Context: an optimization exercise on an open-source flow, tuned for small area, a short achievable clock period and few clock cycles. The choices shown serve that exercise and are no tape-out recipe.
Function was checked by simulation only, so behaviour that the tests miss may differ from the original.
Power is estimated from default activity; no workload was simulated.

== garnet ==
==> flow/design.v <==
`timescale 1ns / 1ps
module Mips16(clk, reset, imem_addr, imem_data, dmem_addr, dmem_wdata, dmem_we,
              dmem_rdata, dout, wb_en, wb_reg, halted);
input clk, reset;
input [15:0] imem_data, dmem_rdata;
output [8:0] imem_addr, dmem_addr;
output [15:0] dmem_wdata, dout;
output dmem_we, wb_en, halted;
output [2:0] wb_reg;
localparam FN_ZERO = 4'd0, FN_SUM = 4'd1, FN_AND = 4'd2, FN_OR = 4'd3, FN_XOR = 4'd4,
           FN_SLT = 4'd5, FN_SLL = 4'd6, FN_SRL = 4'd7, FN_LW = 4'd8;
reg [8:0]  pc;           
reg        halted_r;
reg [15:0] e_a, e_b;     
reg [8:0]  e_addr;       
reg [2:0]  e_sh;         
reg [3:0]  e_fn;
reg        e_sub, e_we, e_sw, e_br, e_bne, e_pred, e_halt;
reg [2:0]  e_dst;
reg [8:0]  e_alt;        
reg        wb_en_r;
reg [2:0]  wb_reg_r;
reg [15:0] dout_r;
reg [15:0] rf [1:7];
reg [7:1]  rf_ok;
wire [16:0] sum = {1'b0, e_a} + {1'b0, e_b} + {16'h0000, e_sub};
wire        ltu = !sum[16];
reg  [15:0] res;
always @* begin
	case (e_fn)
		FN_SUM: res = sum[15:0];
		FN_AND: res = e_a & e_b;
		FN_OR:  res = e_a | e_b;
		FN_XOR: res = e_a ^ e_b;
		FN_SLT: res = {15'h0000, ltu};
		FN_SLL: res = e_b << e_sh;
		FN_SRL: res = e_b >> e_sh;
		FN_LW:  res = dmem_rdata;
		default: res = 16'h0000;
	endcase
end
assign dmem_addr  = e_addr;
assign dmem_wdata = e_b;
assign dmem_we    = e_sw;
wire br_taken = (e_a == e_b) ^ e_bne;
wire redirect = e_br && (br_taken != e_pred);
wire kill     = redirect || e_halt || halted_r;
wire stall;
wire [2:0] f_op   = imem_data[15:13];
wire [2:0] f_rs   = imem_data[12:10];
wire [2:0] f_rt   = imem_data[9:7];
wire [2:0] f_rd   = imem_data[6:4];
wire [3:0] f_func = imem_data[3:0];
wire [6:0] f_imm  = imem_data[6:0];
wire       f_isr  = (f_op == 3'b000);
wire       f_halt = f_isr && (f_func == 4'b1111);
wire       f_isimm = (f_op == 3'b001) || (f_op == 3'b010) || (f_op == 3'b011);
wire       f_lw   = (f_op == 3'b110);
wire       f_br   = (f_op[2:1] == 2'b10);
wire [2:0] f_dst  = f_isr ? f_rd : f_rt;
wire       f_we   = ((f_isr && !f_halt) || f_isimm || f_lw) && (f_dst != 3'b000);
wire       f_pred = f_br && ((f_rs == f_rt) ? !f_op[0] : (f_imm[6] | f_op[0]));
wire [8:0] f_off  = {{2{f_imm[6]}}, f_imm};
wire       f_mem  = (f_op[2:1] == 2'b11);
assign     stall  = f_mem && e_we && (e_dst == f_rs);
wire [8:0] f_pc1  = pc + 9'd1;
wire [8:0] f_tgt  = f_pc1 + f_off;
reg  [3:0] f_fn;
always @* begin
	case (f_op)
		3'b000: case (f_func)
			4'd0: f_fn = FN_SLL;
			4'd1, 4'd2: f_fn = FN_SUM;
			4'd3: f_fn = FN_AND;
			4'd4: f_fn = FN_OR;
			4'd5: f_fn = FN_XOR;
			4'd6: f_fn = FN_SLT;
			4'd7: f_fn = FN_SRL;
			default: f_fn = FN_ZERO;
		endcase
		3'b001: f_fn = FN_SUM;
		3'b010: f_fn = FN_OR;
		3'b011: f_fn = FN_SLT;
		3'b110: f_fn = FN_LW;
		default: f_fn = FN_ZERO;
	endcase
end
wire f_sub = (f_isr && (f_func == 4'd2 || f_func == 4'd6)) || (f_op == 3'b011);
reg [15:0] f_ra, f_a, f_b;
integer i;
always @* begin
	f_ra = 16'h0000;
	f_b = 16'h0000;
	for (i = 1; i < 8; i = i + 1) begin
		if (f_rs == i && rf_ok[i]) f_ra = f_ra | rf[i];
		if (f_rt == i && rf_ok[i]) f_b = f_b | rf[i];
	end
	f_a = f_ra;
	if (e_we && e_dst == f_rs) f_a = res;
	if (e_we && e_dst == f_rt) f_b = res;
	if (f_isimm) f_b = {{9{f_imm[6]}}, f_imm};
	if (f_sub) f_b = ~f_b;
end
wire [8:0] f_addr;
ALU_addr agen(.base(f_ra[8:0]), .off(f_imm), .addr(f_addr));
always @(posedge clk) begin
	if (reset) begin
		pc <= 9'd0;
		halted_r <= 1'b0;
		e_we <= 1'b0;
		e_sw <= 1'b0;
		e_br <= 1'b0;
		e_halt <= 1'b0;
		wb_en_r <= 1'b0;
		rf_ok <= 7'd0;
	end else begin
		if (redirect)
			pc <= e_alt;
		else if (!kill && !stall)
			pc <= f_pred ? f_tgt : f_pc1;
		if (e_halt)
			halted_r <= 1'b1;
		e_we <= f_we && !kill && !stall;
		e_sw <= (f_op == 3'b111) && !kill && !stall;
		e_br <= f_br && !kill;
		e_halt <= f_halt && !kill;
		wb_en_r <= e_we;
		if (e_we)
			rf_ok[e_dst] <= 1'b1;
	end
	e_a <= f_a;
	e_b <= f_b;
	e_addr <= f_addr;
	e_sh <= f_rs;
	e_fn <= f_fn;
	e_sub <= f_sub;
	e_bne <= f_op[0];
	e_pred <= f_pred;
	e_dst <= f_dst;
	e_alt <= f_pred ? f_pc1 : f_tgt;
	wb_reg_r <= e_dst;
	dout_r <= res;
	if (e_we)
		rf[e_dst] <= res;
end
assign imem_addr = pc;
assign dout = dout_r;
assign wb_en = wb_en_r;
assign wb_reg = wb_reg_r;
assign halted = halted_r;
endmodule
`timescale 1ns / 1ps
module ALU_addr(base, off, addr);
input  [8:0] base;
input  [6:0] off;
output [8:0] addr;
assign addr = base + {{2{off[6]}}, off};
endmodule
export LEC_CHECK = 0
export CAP_MARGIN = 20
export CORE_MARGIN = 2
export CORE_UTILIZATION = 50
export CTS_BUF_LIST = sky130_fd_sc_hd__clkbuf_8
export SETUP_SLACK_MARGIN = 4.0
export SLEW_MARGIN = 20
export SYNTH_HIERARCHICAL = 1
create_clock -name core_clock -period 7.0 [get_ports {clk}]
standard.sh (not shown) runs the stock make flow with config.mk's settings and CLKGATE_MAP_FILE= SYNTH_SCRIPT=/design/flow/synth_recipe.tcl, a recipe that flattens the netlist after the stock synthesis.
==> flow/flow/run.sh <==
#!/bin/bash
# Layout flow: the standard synthesis (standard.sh synth, unchanged), then
# the standard ORFS layout with two changes: port buffers made from
# sky130_fd_sc_hd__buf_2, and the resizer allowed to change a cell's footprint
# when it sizes cells for timing (MATCH_CELL_FOOTPRINT=0).
# Each step's full output goes to its own log in this folder.
set -euo pipefail
export BUFFER_PORTS_ARGS="-buffer_cell sky130_fd_sc_hd__buf_2"
bash standard.sh synth > synth.log 2>&1
sed 's/ CLKGATE_MAP_FILE= / CLKGATE_MAP_FILE= MATCH_CELL_FOOTPRINT=0 /' standard.sh > standard_layout.sh
grep -q 'MATCH_CELL_FOOTPRINT=0' standard_layout.sh
bash standard_layout.sh > layout.log 2>&1
In summary, garnet completed successfully, with a layout that passed the timing, DRC and antenna checks.
Testbench counts of garnet, summed over its fixed seeds: cycles 15,929.
diff inputs: garnet => quartz
- SETUP_SLACK_MARGIN changed from 4.0 to 3.6
[summary]
- quartz has completed all stages; timing, DRC and antenna checks passed.
- Compared with garnet, quartz shows maximum frequency that has gone down by a few percent.
- The final total power was comparable across quartz and garnet.
- Between quartz and garnet, the critical path depth is higher for quartz.
- The lower post-layout worst setup margin came out of quartz.
- Going from garnet to quartz, layout overhead on the synthesized area went down 4.2 points, sequential share of layout area went up 1.2 points.
- quartz: global-route wire length before repair about 3.7% below garnet
diff inputs: quartz => maple
- changing SETUP_SLACK_MARGIN from 3.6 to 4.4
[summary]
- Taking quartz as the reference point, the sum of met3 wire segment lengths after detailed routing of maple rises by 5.4%.
- Diff quartz -> maple: setup slack now larger; final non-filler cell area now larger.
- From quartz to maple the numbers moved as follows: clock power now sits lower; share of the cycle needed by the critical path after routing decreased 3.4 points; number of ports placed on the die boundary roughly the same; arrival time at the worst endpoint went down 0.23 ns; placed wire-length estimate after detailed placement went up.
- Between quartz and maple, final-layout non-clock buffer area share increased.
- Between maple and quartz, it is maple whose post-cts gate resize count is higher, by 167.
Modified inputs, tundra compared to maple
- CTS_CLUSTER_DIAMETER newly set to 60
- PLACE_DENSITY newly set to 0.72
- CORE_UTILIZATION changed from 50 to 65
- CTS_CLUSTER_SIZE newly set to 16
- SETUP_SLACK_MARGIN changed from 4.4 to 3.6
Results
Side by side, critical path depth turned out lower in tundra than in maple. tundra improves on maple in full die area. [compare] base=maple new=tundra: worst setup slack -0.26 ns, fmax went down. When tundra is measured against maple, its number of placed cells counting well taps turns out about 5.6% lower. Going from maple to tundra, summed area of non-filler cells in the final layout shrinks by about 18%. Cmp maple and tundra / cell count of the worst reg-to-reg path / lower: tundra. Relative to maple, the power per cell area of tundra is higher by 1.1%.
## Diff of input files: pepper against tundra
- PLACE_DENSITY removed (was 0.72)
- CORE_UTILIZATION changed from 65 to 50
--- a/flow/flow/run.sh
+++ b/flow/flow/run.sh
@@ -4 +4 @@
-# sky130_fd_sc_hd__buf_2, and the resizer allowed to change a cell's footprint
+# sky130_fd_sc_hd__buf_1, and the resizer allowed to change a cell's footprint
@@ -8 +8 @@
-export BUFFER_PORTS_ARGS="-buffer_cell sky130_fd_sc_hd__buf_2"
+export BUFFER_PORTS_ARGS="-buffer_cell sky130_fd_sc_hd__buf_1"
## What came out
Diff tundra -> pepper | placement row count | up by more than 10%
Looking at critical path startpoint, the imem_data[12] result is from pepper; the imem_data[10] one comes from tundra.
pepper vs tundra, global-route usage went down by 6.1 points.
Diff tundra -> pepper | wire length of the first global-routing pass | up by a few percent
pepper vs. tundra: fraction of power spent switching nets increased by 1.2 points relative to the old numbers; combinational power share higher; final cell count went up by 6.6%.
Edits applied to the flow inputs when going from pepper to willow:
- CTS_CLUSTER_DIAMETER removed (was 60)
- CORE_UTILIZATION changed from 50 to 40
- CTS_CLUSTER_SIZE removed (was 16)
- SETUP_SLACK_MARGIN changed from 3.6 to 3
--- a/flow/flow/run.sh
+++ b/flow/flow/run.sh
@@ -4 +4 @@
-# sky130_fd_sc_hd__buf_1, and the resizer allowed to change a cell's footprint
+# sky130_fd_sc_hd__buf_2, and the resizer allowed to change a cell's footprint
@@ -8 +8 @@
-export BUFFER_PORTS_ARGS="-buffer_cell sky130_fd_sc_hd__buf_1"
+export BUFFER_PORTS_ARGS="-buffer_cell sky130_fd_sc_hd__buf_2"
## What came out
Summary of the comparison: highest attainable clock frequency is lower in willow, relative to pepper.
When willow is measured against pepper, its overall routing resource usage turns out 5.7 points lower.
willow reports its most used routing layer as met2 while pepper reports met1.
Diff pepper -> willow: final setup slack of the worst path -0.51 ns; routability congestion estimate from global placement ~0 delta.

-- static timing again, ports no longer ideal --
The flow's constraints put no driver on any port. The routed layouts listed below were extracted and timed again, unchanged, in two steps.
Step 1, drivers: a clkbuf_16 drives clk and a buf_2 each remaining input, both assumed.
Step 2 also shifts input and output timing later by t, the mid clock arrival at the registers, as if the neighbouring blocks saw the same clock.
Three values: no drivers, after step 1, after step 2; two values: the first two.
run	shift t [ns]	slack for setup (ns)	hold WS [ns]	clock arrival spread, ns
garnet	0.568	3.797 / 3.693 / 3.125	0.424 / 0.424 / 0.424	0.027 / 0.027
quartz	0.581	3.667 / 3.692 / 3.111	0.425 / 0.425 / 0.425	0.026 / 0.025
maple	0.576	3.905 / 3.890 / 3.314	0.434 / 0.434 / 0.434	0.038 / 0.038
tundra	0.581	3.644 / 3.669 / 3.088	0.424 / 0.424 / 0.424	0.040 / 0.040
pepper	0.577	3.678 / 3.687 / 3.110	0.432 / 0.432 / 0.432	0.046 / 0.046
willow	0.576	3.168 / 3.161 / 2.585	0.424 / 0.424 / 0.424	0.022 / 0.022
After both steps setup and hold are still met in every run listed. For garnet, which loses most, drivers alone change the setup slack by -0.104 ns; drivers and shift together by -0.672 ns.
